Context: an optimization exercise on an open-source flow, tuned for small area and a short achievable clock period. The choices shown serve that exercise and are no tape-out recipe. In this exercise RTL edits were held to simulation tests only and were not proved equivalent to the original.

== run A ==
## Filter_block_1
module Filter_block_1 (
    input clk,
    input rst_n,
    input ena,
    input signed [0:15] x_in,
    output reg signed [0:31] y_out
);
Settings: LEC_CHECK=0, CAP_MARGIN=70, CORE_MARGIN=2, CORE_UTILIZATION=55, SLEW_MARGIN=70, SYNTH_HIERARCHICAL=1, SYNTH_MINIMUM_KEEP_SIZE=0; clock period 16.0 ns.
standard.sh (not shown) runs the stock make flow with config.mk's settings and CLKGATE_MAP_FILE= SYNTH_SCRIPT=/design/flow/synth_recipe.tcl, a recipe that flattens the netlist after the stock synthesis.
==> flow/flow/run.sh <==
#!/bin/bash
# Standard layout (the standard.sh: ORFS synth .. finish) with two changes:
#  - repair_timing is asked to keep a setup margin (flow/margin.txt), so that the timing
#    repair after placement, CTS and global routing works on paths longer than
#    (period - margin);
#  - after placement, the buffer trees of the high-fanout inputs ena and rst_n are rebuilt
#    as balanced two-level trees (flow/hfn2.tcl); their port buffers stay.
# The SDC, the clock period and every other setting are the design's.
set -euo pipefail
MARGIN=$(cat flow/margin.txt)
RES=orfs/results/sky130hd/Filter_block_1/base
bash standard.sh SETUP_SLACK_MARGIN=$MARGIN place > standard_place.log 2>&1
PLATFORM_DIR=$FLOW_HOME/platforms/sky130hd HFN_IN=$RES/3_place.odb HFN_SDC=$RES/3_place.sdc \
  HFN_PORTS="ena rst_n" HFN_LEAVES=40 HFN_MIDS=6 \
  HFN_LEAF_CELL=sky130_fd_sc_hd__buf_8 HFN_MID_CELL=sky130_fd_sc_hd__buf_16 \
  HFN_OUT=$RES/3_place_hfn.odb \
  openroad -no_init -exit flow/hfn2.tcl > hfn.log 2>&1
mv $RES/3_place_hfn.odb $RES/3_place.odb
bash standard.sh SETUP_SLACK_MARGIN=$MARGIN finish > standard_finish.log 2>&1
==> flow/flow/margin.txt <==
11.5
Other scripts of this flow, unchanged in this note and not shown: flow/flow/hfn2.tcl
Inputs modified between run A and run B:
==> flow/flow/margin.txt <==
11.8
Findings:
- Changes observed in run B relative to run A: hold slack higher, required time of the worst setup path higher, starting DRC count in detailed routing higher.
- Of run B and run A, run A shows the lower clock-buffer cell count, with run B above it.
- Worst setup slack before clock tree synthesis: higher on run A
- Setup slack in run B is smaller than in run A.
- In the metrics for run B and run A, the one carrying the higher normalized max-slew margin is run B.
- Compared with run A, run B shows a higher placed standard-cell area.
Modified inputs, run C compared to run B
==> flow/flow/margin.txt <==
11.5
--- a/flow/config.mk
+++ b/flow/config.mk
@@ -6,8 +6,11 @@
 export NUM_CORES = 4
 export LEC_CHECK = 0
-export CAP_MARGIN = 70
+export CAP_MARGIN = 20
 export CORE_MARGIN = 2
 export CORE_UTILIZATION = 55
-export SLEW_MARGIN = 70
+export CTS_BUF_LIST = sky130_fd_sc_hd__clkbuf_16
+export CTS_CLUSTER_DIAMETER = 80
+export CTS_CLUSTER_SIZE = 26
+export SLEW_MARGIN = 20
 export SYNTH_HIERARCHICAL = 1
 export SYNTH_MINIMUM_KEEP_SIZE = 0
### Flow results
Comparing register-to-register slack for run B and run C, the smaller number came from run B.
In run C the number of H-tree levels turned out 1 lower than in run B.
First-iteration DRC count | run C below run B
Looking at start point of the critical path, the h29[14] result is from run B; the y_out[27] one comes from run C.
## Diff of input files: run D against run C
==> flow/flow/margin.txt <==
11.3
--- a/flow/config.mk
+++ b/flow/config.mk
@@ -6,11 +6,8 @@
 export NUM_CORES = 4
 export LEC_CHECK = 0
-export CAP_MARGIN = 20
+export CAP_MARGIN = 70
 export CORE_MARGIN = 2
 export CORE_UTILIZATION = 55
-export CTS_BUF_LIST = sky130_fd_sc_hd__clkbuf_16
-export CTS_CLUSTER_DIAMETER = 80
-export CTS_CLUSTER_SIZE = 26
-export SLEW_MARGIN = 20
+export SLEW_MARGIN = 70
 export SYNTH_HIERARCHICAL = 1
 export SYNTH_MINIMUM_KEEP_SIZE = 0
==> summary.txt <==
The standard cells in run D occupy more silicon area than those in run C do.
Number of stages on the worst setup path ended up 8 higher on run D than on run C.
The cell with the largest stage delay on the worst path comes out sky130_fd_sc_hd__dfrtp_1 in one run and sky130_fd_sc_hd__fa_1 in the other, namely in run C and run D respectively.

==> what the ideal ports hide <==
No port has a modelled driver above. Below, the same layouts with a new extraction and two added sets of constraints. Step 1, drivers: a clkbuf_16 drives clk and a buf_2 each remaining input, both assumed. Step 2 adds t to the input delays and takes it off the output delays; t is the mean of the earliest and latest rising clock arrival at the registers after step 1. Input paths then give back, and output paths get back, about the clock's delay inside the block. Three values: no drivers, after step 1, after step 2; two values: the first two.
run	t, ns	setup slack, ns	slew at the worst register clock pin (ns)	cell pins on the clock port's net
run A	0.855	11.453 / 11.373 / 11.190	0.07 / 0.07	1
run B	0.847	11.430 / 11.345 / 11.109	0.07 / 0.07	1
run C	0.779	11.537 / 11.464 / 10.937	0.10 / 0.10	1
run D	0.826	11.315 / 11.270 / 11.188	0.06 / 0.06	1
After both steps setup and hold are still met in every run listed. The setup slack of run C, which loses most, moves by -0.073 ns with the drivers and by -0.600 ns with both steps.
